From an optimization exercise on the open Yosys and OpenROAD flow, aimed at small area and a short achievable clock period; shortcuts taken in it are not production practice.
Only simulation tests tie the RTL to the original design; equivalence was not proved.

==> flow/design.v (outline; a module is shown in full before it is edited, if it fits) <==
// module booth_enc: 34 lines
// module floating_mult: 970 lines
// module floating_adder: 161 lines
// module conv_kernel: 60 lines
module conv_kernel(
  input         clk,
  input         rst_n,
  input         clear,
  input  [31:0] i_pixel,
  input  [31:0] i_weight,
  output [31:0] o_pixel
);
  // ...
==> flow/run.sh <==
#!/bin/bash
# synth_recipe.tcl (not shown) runs the flow's synth.tcl, then flattens the netlist and writes it again
# the make line also repeats each setting of config.mk as NAME=value (left out here)
make -C /OpenROAD-flow-scripts/flow DESIGN_CONFIG=/design/flow/config.mk WORK_HOME=/design/flow/orfs CLKGATE_MAP_FILE= SYNTH_SCRIPT=/design/flow/synth_recipe.tcl finish
==> flow/config.mk <==
export PLATFORM = sky130hd
export DESIGN_NAME = conv_kernel
export DESIGN_NICKNAME = conv_kernel
export VERILOG_FILES = /design/flow/design.v
export SDC_FILE = /design/flow/constraint.sdc
export NUM_CORES = 4
export LEC_CHECK = 0
export CAP_MARGIN = 20
export CORE_MARGIN = 2
export CORE_UTILIZATION = 40
export SETUP_SLACK_MARGIN = 5
export SLEW_MARGIN = 20
export TNS_END_PERCENT = 5
==> flow/constraint.sdc <==
create_clock -name core_clock -period 12.0 [get_ports {clk}]
set_input_delay 2.4000 -clock core_clock [delete_from_list [all_inputs] [get_ports {clk}]]
set_output_delay 2.4000 -clock core_clock [all_outputs]
set_load 0.01 [all_outputs]
==> results.yml, run 1 <==
final_layout:
  multi_input_area_share: 0.759
  non_clock_buffer_count: 341
  area_growth_pct: 15.2
  clock_area_frac: 0.0136
routing:
  drtIter0Drc: 5055
  ant_nets: 0
yosys:
  synth_top_area_frac: 0.138
  ys_top_cells_by_count: "inv_1, a21oi_1, xnor2_1"
  synth.avg_cell_area_um2: 7.75
  ys_ff_latch: 148
  ys.flop_type: "dfxtp_1"
  ys_seq_area_frac: 0.0822
clocking:
  cts_tree: "yes"
die:
  die-area_um2: 97600
  nWellTaps: 1265
  die_h_um: 312
sta:
  period_share: 0.575
  relSlewSlack: 0.336
global_route:
  grt_util_met3: 0.0561
  grt_start_max_net_pins: 67
critical_path:
  cp.buffers_inverters: 5
  critPathCapture: "add_b[8]"
  cp.depth: 28
  cp-start-kind: "register"
min_path:
  hold_end: "add_b[31]"
place:
  place_congestion: 1.05
run_status:
  status: "timing/DRC/antenna clean"
==> inputs of run 2 (changes only) <==
--- a/flow/design.v
+++ b/flow/design.v
@@ -953,27 +953,34 @@
 wire t_s587 = t_s497 ^ t_c414 ^ t_c496;
 wire t_c588 = (t_s497 & t_c414) | (t_s497 & t_c496) | (t_c414 & t_c496);
 wire t_s589 = t_s499 ^ t_c498 ^ 1'b1;
 wire t_c590 = (t_s499 & t_c498) | (t_s499 & 1'b1) | (t_c498 & 1'b1);
 wire t_s591 = ps11 ^ ma[23] ^ t_c500;
 wire t_c592 = (ps11 & ma[23]) | (ps11 & t_c500) | (ma[23] & t_c500);
 wire [47:0] r1 = {t_s591, t_s589, t_s587, t_s585, t_s583, t_s581, t_s579, t_s577, t_s575, t_s573, t_s571, t_s569, t_s567, t_s565, t_s563, t_s561, t_s559, t_s557, t_s555, t_s553, t_s551, t_s549, t_s547, t_s545, t_s543, t_s541, t_s539, t_s537, t_s535, t_s533, t_s531, t_s529, t_s527, t_s525, t_s523, t_s521, t_s519, t_s517, t_s515, t_s513, t_s511, t_s509, t_s507, t_s505, t_s503, t_s501, pp0_1, pp0_0};
 wire [47:0] r2 = {t_c590, t_c588, t_c586, t_c584, t_c582, t_c580, t_c578, t_c576, t_c574, t_c572, t_c570, t_c568, t_c566, t_c564, t_c562, t_c560, t_c558, t_c556, t_c554, t_c552, t_c550, t_c548, t_c546, t_c544, t_c542, t_c540, t_c538, t_c536, t_c534, t_c532, t_c530, t_c528, t_c526, t_c524, t_c522, t_c520, t_c518, t_c516, t_c514, t_c512, t_c510, t_c508, t_c506, t_c504, t_c502, bd[3], 1'b0, bd[0]};
-wire [22:0] lo = {1'b0, r1[21:0]} + {1'b0, r2[21:0]};
+wire [22:0] lo;
+pfx_add #(.N(22)) u_lo (.a(r1[21:0]), .b(r2[21:0]), .ci(1'b0), .s(lo));
 wire        c22 = lo[22];
 wire [25:0] w1_s = {(r1[47] ^ r2[47]), (r1[46] ^ r2[46]), (r1[45] ^ r2[45]), (r1[44] ^ r2[44]), (r1[43] ^ r2[43]), (r1[42] ^ r2[42]), (r1[41] ^ r2[41]), (r1[40] ^ r2[40]), (r1[39] ^ r2[39]), (r1[38] ^ r2[38]), (r1[37] ^ r2[37]), (r1[36] ^ r2[36]), (r1[35] ^ r2[35]), (r1[34] ^ r2[34]), (r1[33] ^ r2[33]), (r1[32] ^ r2[32]), (r1[31] ^ r2[31]), (r1[30] ^ r2[30]), (r1[29] ^ r2[29]), (r1[28] ^ r2[28]), (r1[27] ^ r2[27]), (r1[26] ^ r2[26]), (r1[25] ^ r2[25]), (r1[24] ^ r2[24]), (r1[23] ^ r2[23]), ~(r1[22] ^ r2[22])};
 wire [25:0] w1_c = {(r1[46] & r2[46]), (r1[45] & r2[45]), (r1[44] & r2[44]), (r1[43] & r2[43]), (r1[42] & r2[42]), (r1[41] & r2[41]), (r1[40] & r2[40]), (r1[39] & r2[39]), (r1[38] & r2[38]), (r1[37] & r2[37]), (r1[36] & r2[36]), (r1[35] & r2[35]), (r1[34] & r2[34]), (r1[33] & r2[33]), (r1[32] & r2[32]), (r1[31] & r2[31]), (r1[30] & r2[30]), (r1[29] & r2[29]), (r1[28] & r2[28]), (r1[27] & r2[27]), (r1[26] & r2[26]), (r1[25] & r2[25]), (r1[24] & r2[24]), (r1[23] & r2[23]), (r1[22] | r2[22]), 1'b0};
-wire [25:0] w1 = w1_s + w1_c;
+wire [26:0] w1_x;
+pfx_add #(.N(26)) u_w1 (.a(w1_s), .b(w1_c), .ci(1'b0), .s(w1_x));
+wire [25:0] w1 = w1_x[25:0];
 wire [25:0] w2_s = {(r1[47] ^ r2[47]), (r1[46] ^ r2[46]), (r1[45] ^ r2[45]), (r1[44] ^ r2[44]), (r1[43] ^ r2[43]), (r1[42] ^ r2[42]), (r1[41] ^ r2[41]), (r1[40] ^ r2[40]), (r1[39] ^ r2[39]), (r1[38] ^ r2[38]), (r1[37] ^ r2[37]), (r1[36] ^ r2[36]), (r1[35] ^ r2[35]), (r1[34] ^ r2[34]), (r1[33] ^ r2[33]), (r1[32] ^ r2[32]), (r1[31] ^ r2[31]), (r1[30] ^ r2[30]), (r1[29] ^ r2[29]), (r1[28] ^ r2[28]), (r1[27] ^ r2[27]), (r1[26] ^ r2[26]), (r1[25] ^ r2[25]), (r1[24] ^ r2[24]), ~(r1[23] ^ r2[23]), (r1[22] ^ r2[22])};
 wire [25:0] w2_c = {(r1[46] & r2[46]), (r1[45] & r2[45]), (r1[44] & r2[44]), (r1[43] & r2[43]), (r1[42] & r2[42]), (r1[41] & r2[41]), (r1[40] & r2[40]), (r1[39] & r2[39]), (r1[38] & r2[38]), (r1[37] & r2[37]), (r1[36] & r2[36]), (r1[35] & r2[35]), (r1[34] & r2[34]), (r1[33] & r2[33]), (r1[32] & r2[32]), (r1[31] & r2[31]), (r1[30] & r2[30]), (r1[29] & r2[29]), (r1[28] & r2[28]), (r1[27] & r2[27]), (r1[26] & r2[26]), (r1[25] & r2[25]), (r1[24] & r2[24]), (r1[23] | r2[23]), (r1[22] & r2[22]), 1'b0};
-wire [25:0] w2 = w2_s + w2_c;
+wire [26:0] w2_x;
+pfx_add #(.N(26)) u_w2 (.a(w2_s), .b(w2_c), .ci(1'b0), .s(w2_x));
+wire [25:0] w2 = w2_x[25:0];
 wire [25:0] w3_s = {(r1[47] ^ r2[47]), (r1[46] ^ r2[46]), (r1[45] ^ r2[45]), (r1[44] ^ r2[44]), (r1[43] ^ r2[43]), (r1[42] ^ r2[42]), (r1[41] ^ r2[41]), (r1[40] ^ r2[40]), (r1[39] ^ r2[39]), (r1[38] ^ r2[38]), (r1[37] ^ r2[37]), (r1[36] ^ r2[36]), (r1[35] ^ r2[35]), (r1[34] ^ r2[34]), (r1[33] ^ r2[33]), (r1[32] ^ r2[32]), (r1[31] ^ r2[31]), (r1[30] ^ r2[30]), (r1[29] ^ r2[29]), (r1[28] ^ r2[28]), (r1[27] ^ r2[27]), (r1[26] ^ r2[26]), (r1[25] ^ r2[25]), (r1[24] ^ r2[24]), ~(r1[23] ^ r2[23]), ~(r1[22] ^ r2[22])};
 wire [25:0] w3_c = {(r1[46] & r2[46]), (r1[45] & r2[45]), (r1[44] & r2[44]), (r1[43] & r2[43]), (r1[42] & r2[42]), (r1[41] & r2[41]), (r1[40] & r2[40]), (r1[39] & r2[39]), (r1[38] & r2[38]), (r1[37] & r2[37]), (r1[36] & r2[36]), (r1[35] & r2[35]), (r1[34] & r2[34]), (r1[33] & r2[33]), (r1[32] & r2[32]), (r1[31] & r2[31]), (r1[30] & r2[30]), (r1[29] & r2[29]), (r1[28] & r2[28]), (r1[27] & r2[27]), (r1[26] & r2[26]), (r1[25] & r2[25]), (r1[24] & r2[24]), (r1[23] | r2[23]), (r1[22] | r2[22]), 1'b0};
-wire [25:0] w3 = w3_s + w3_c;
+wire [26:0] w3_x;
+pfx_add #(.N(26)) u_w3 (.a(w3_s), .b(w3_c), .ci(1'b0), .s(w3_x));
+wire [25:0] w3 = w3_x[25:0];
 wire [25:0] su = c22 ? w2 : w1;
 wire [25:0] sn = c22 ? w3 : w2;
 function [4:0] tz24;
   input [23:0] v;
   integer i;
   begin
     tz24 = 5'd23;
     for (i = 22; i >= 0; i = i - 1)
@@ -1158,16 +1165,46 @@
     res = b;
   else if (use_close)
     res = rclose;
   else
     res = rfar;
 end
 assign r = res;
 endmodule
+module pfx_add #(parameter N = 26, parameter L = 5) (
+  input  [N-1:0] a,
+  input  [N-1:0] b,
+  input          ci,
+  output [N:0]   s
+);
+wire [N-1:0] p0 = a ^ b;
+wire [N-1:0] g0 = (a & b) | {{(N-1){1'b0}}, p0[0] & ci};
+wire [N-1:0] gl [0:L];
+wire [N-1:0] pl [0:L];
+assign gl[0] = g0;
+assign pl[0] = p0;
+genvar l, i;
+generate
+  for (l = 0; l < L; l = l + 1) begin : lev
+    for (i = 0; i < N; i = i + 1) begin : bit_
+      if ((i >> l) & 1) begin : comb
+        localparam integer J = ((i >> l) << l) - 1;
+        assign gl[l+1][i] = gl[l][i] | (pl[l][i] & gl[l][J]);
+        assign pl[l+1][i] = pl[l][i] & pl[l][J];
+      end else begin : pass
+        assign gl[l+1][i] = gl[l][i];
+        assign pl[l+1][i] = pl[l][i];
+      end
+    end
+  end
+endgenerate
+wire [N:0] cy = {gl[L], ci};
+assign s = {cy[N], p0 ^ cy[N-1:0]};
+endmodule
 module conv_kernel(
   input         clk,
   input         rst_n,
   input         clear,
   input  [31:0] i_pixel,
   input  [31:0] i_weight,
   output [31:0] o_pixel
 );
==> run 2 against run 1 <==
Effect of this change: still clean; count of clock-buffer cells in the layout fell by 4; worst hold slack better by 75 ps; cell count fell by 0.16%; critical path depth fell by 5; core utilization up 2.3 points; non-clock buffer count up 45; clock skew up 15 ps; first-iteration DRC count is 3.9% higher; fmax decreased by 1.4%.
==> results.yml, run 2 <==
run_status:
  status: "timing/DRC/antenna clean"
critical_path:
  end_kind: "register"
  worstPathMaxFanout: 13
  worst_path_most_repeated_cell: "fa_1"
  cp-start-kind: "register"
  critical-path-max-stage-delay_ps: 620
  cp.buffers_inverters: 4
  crit_family: "adder cells"
  slowest_stage: "or4_4"
  worstPathCellList: "buf_12, a22oi_2, xnor2_2, fa_1, inv_1, fa_1, fa_1, fa_1, fa_1, inv_1, ha_1, nor2b_1, o21ai_1, nand2b_1, a21oi_2, nor2b_1, or4_4, o21ai_4, nor3b_4, nor3_4, buf_4, and3b_2, a221oi_1"
  crit_type: "register to register"
  cp.arrival_ps: 7330
  cp.required_ps: 12330
sta:
  fmax_mhz: 143
  hold_viol: 0
  setup_viol_count_final: 0
  tns_ps: 0
  relSlewSlack: 0.207
  holdWs_ps: 651
  period_needed_ps: 7000
  period_share: 0.583
  tightest_slew_ps: 1180
  rsz0062_at_grt: "yes"
  slew_violations: 0
  fin_worst_skew_ps: 33.2
yosys:
  synthXorXnorAreaFrac: 0.108
  ys_warn_count: 6
  synth.avg_cell_area_um2: 7.90
  ys_top_cells_by_count: "inv_1, nand2_1, a21oi_1"
  synthesis.area_um2: 38300
  ys_types: 133
  synth_cells: 4840
  ys_seq_area_frac: 0.0818
  synth_top_family_by_area: "compound AO/OA/AOI/OAI gates"
  synth-edff-count: 0
  ys.flop_type: "dfxtp_1"
  synth.area.top_cells: "fa_1, ha_1, xnor2_1, dfxtp_1, a22oi_1"
  synthSimpleGateAreaFrac: 0.150
  synth_top_area_frac: 0.142
  synthAdderAreaFrac: 0.239
  synth_top_cell_by_area: "fa_1"
  synth_compound_area_frac: 0.267
  ys_ff_latch: 148
  ys_async_sr_fraction: 0.223
  yosys-mux-area-fraction: 0.0672
  yosysMostFrequentCell: "inv_1"
die:
  start_util: 0.403
  die_w_um: 313
  core_area_um2: 94900
  die-area_um2: 98100
  rows: 113
  pin_count: 99
  die_h_um: 313
final_layout:
  top_register: "mult_b_bd"
  fin_nets: 5549
  postLayoutCoreUtil: 0.487
  final_cell_mix: "inv_1, nand2_1, xnor2_1"
  drive_above_1_share: 0.186
  largest_reg_flops: 36
  area_growth_pct: 20.7
  antenna_cells: 0
  final_common_cell: "inv_1"
place:
  dp_hpwl_um: 116000
  port_buffers: 98
  place_congestion: 1.05
clocking:
  numCtsBuffers: 17
  cts_tree: "yes"
  cts.hold.buffers_added: 0
  htreeDepth: 4
  cts_root_buffer: "clkbuf_16"
  clockBufferDepth: 2
  cts_num_sinks: 148
  clk_latency_ps: 520
  clk_pin_slew_ps: 80
routing:
  ant_nets: 0
  remaining_drc_errors: 0
  vias: 40300
  drtIter0Drc: 5254
  drtPass1Iterations: 9
  drt-total-wl_um: 169000
  wl_per_cell_um: 27.3
  avgViaCountPerCell: 6.51
min_path:
  min-delay-path-class: "register to register"
flow_run:
  maxCapViolations: 0
global_route:
  grt_start_max_net_pins: 56
  grt.total_usage: 0.324
  overflow: 0
  grt_antenna_before_repair: 2
  grt_pass1_wl_um: 243000
  grt_pass1_vias: 38400
-- run 2: metal layers --
metal	global-route usage	up-vias	share of wire	routed length (µm)
met3	0.0696	715	0.11	18600
li1	-	17500	-	-
met2	0.507	2828	0.44	73900
met1	0.401	19200	0.37	63000
met5	0	-	0.000059	10
met4	0.216	2	0.081	13600
-- run 2: metrics by stage --
| step | cells | area [µm²] | setup slack, ps |
|---|---|---|---|
| final | 6192 | 46200 | 5000 |
| after detailed placement | 5988 | 40200 | 2720 |
| after global routing | 6192 | 46200 | 4850 |
| after CTS | 6094 | 43700 | 4960 |
| after floorplan | 4842 | 38400 | 5000 |
| after global placement | 5987 | 40200 | 2740 |
-- run 2: kinds of logic (layout without fill, tap and decap cells) --
group / after synthesis / in the layout
compound gates: 1480 / 1480
xor+xnor: 462 / 463
fa+ha+maj: 568 / 568
buf+inv: 817 / 900
flops: 148 / 148
mux: 221 / 221
other cells: 1 / 3
simple gates: 1143 / 1144
-- run 2: layout make-up --
cell class / count / area, µm²
flip-flops and latches: 148 / 3290
clock inverters: 15 / 203
repair buffers: 386 / 4820
fillers: 9193 / 48700
clock buffers: 17 / 425
inverters: 480 / 1880
well taps: 1265 / 1580
repair inverters: 2 / 15.0
multi-input cells: 3879 / 34000
-- run 2: worst paths after layout --
check	from	end	slack, ps	cells after the start
worst max-delay path	mult_a[17]	add_a[30]	5000	23
worst min-delay path	add_b[24]	add_b[24]	650	1
worst max register to register	mult_a[17]	add_a[30]	5000	23
worst min register to register	add_b[24]	add_b[24]	650	1
max in group asynchronous	rst_n	add_b[0]	9230	1
min in group asynchronous	rst_n	add_b[18]	2040	1
-- run 2: repair_timing --
action                     CTS  global route
pin swaps                   59           144
setup endpoints to repair   62            62
resized for setup          421           323
setup buffers               51            77
gates cloned                23            21

-- afterwards: timing with drivers on the ports --
Ports are ideal in the flow. The routed layouts listed here were re-timed in OpenROAD.
Step 1, drivers: a clkbuf_16 drives clk and a buf_2 each remaining input, both assumed.
Step 2, shift: input delay + t, output delay - t, t = (earliest + latest rising clock arrival at the registers) / 2. This alone moves slack from input paths to output paths.
Slacks: no drivers / after step 1 / after step 2; pairs: no drivers / after step 1.
| run | t (ns) | setup slack, ns | worst hold slack (ns) | cell pins on the clock port's net |
|---|---|---|---|---|
| run 1 | 0.550 | 5.102 / 5.102 / 5.102 | 0.576 / 0.576 / 0.576 | 1 |
| run 2 | 0.575 | 5.002 / 5.002 / 5.002 | 0.651 / 0.651 / 0.651 | 1 |
After both steps setup and hold are still met in every run listed.
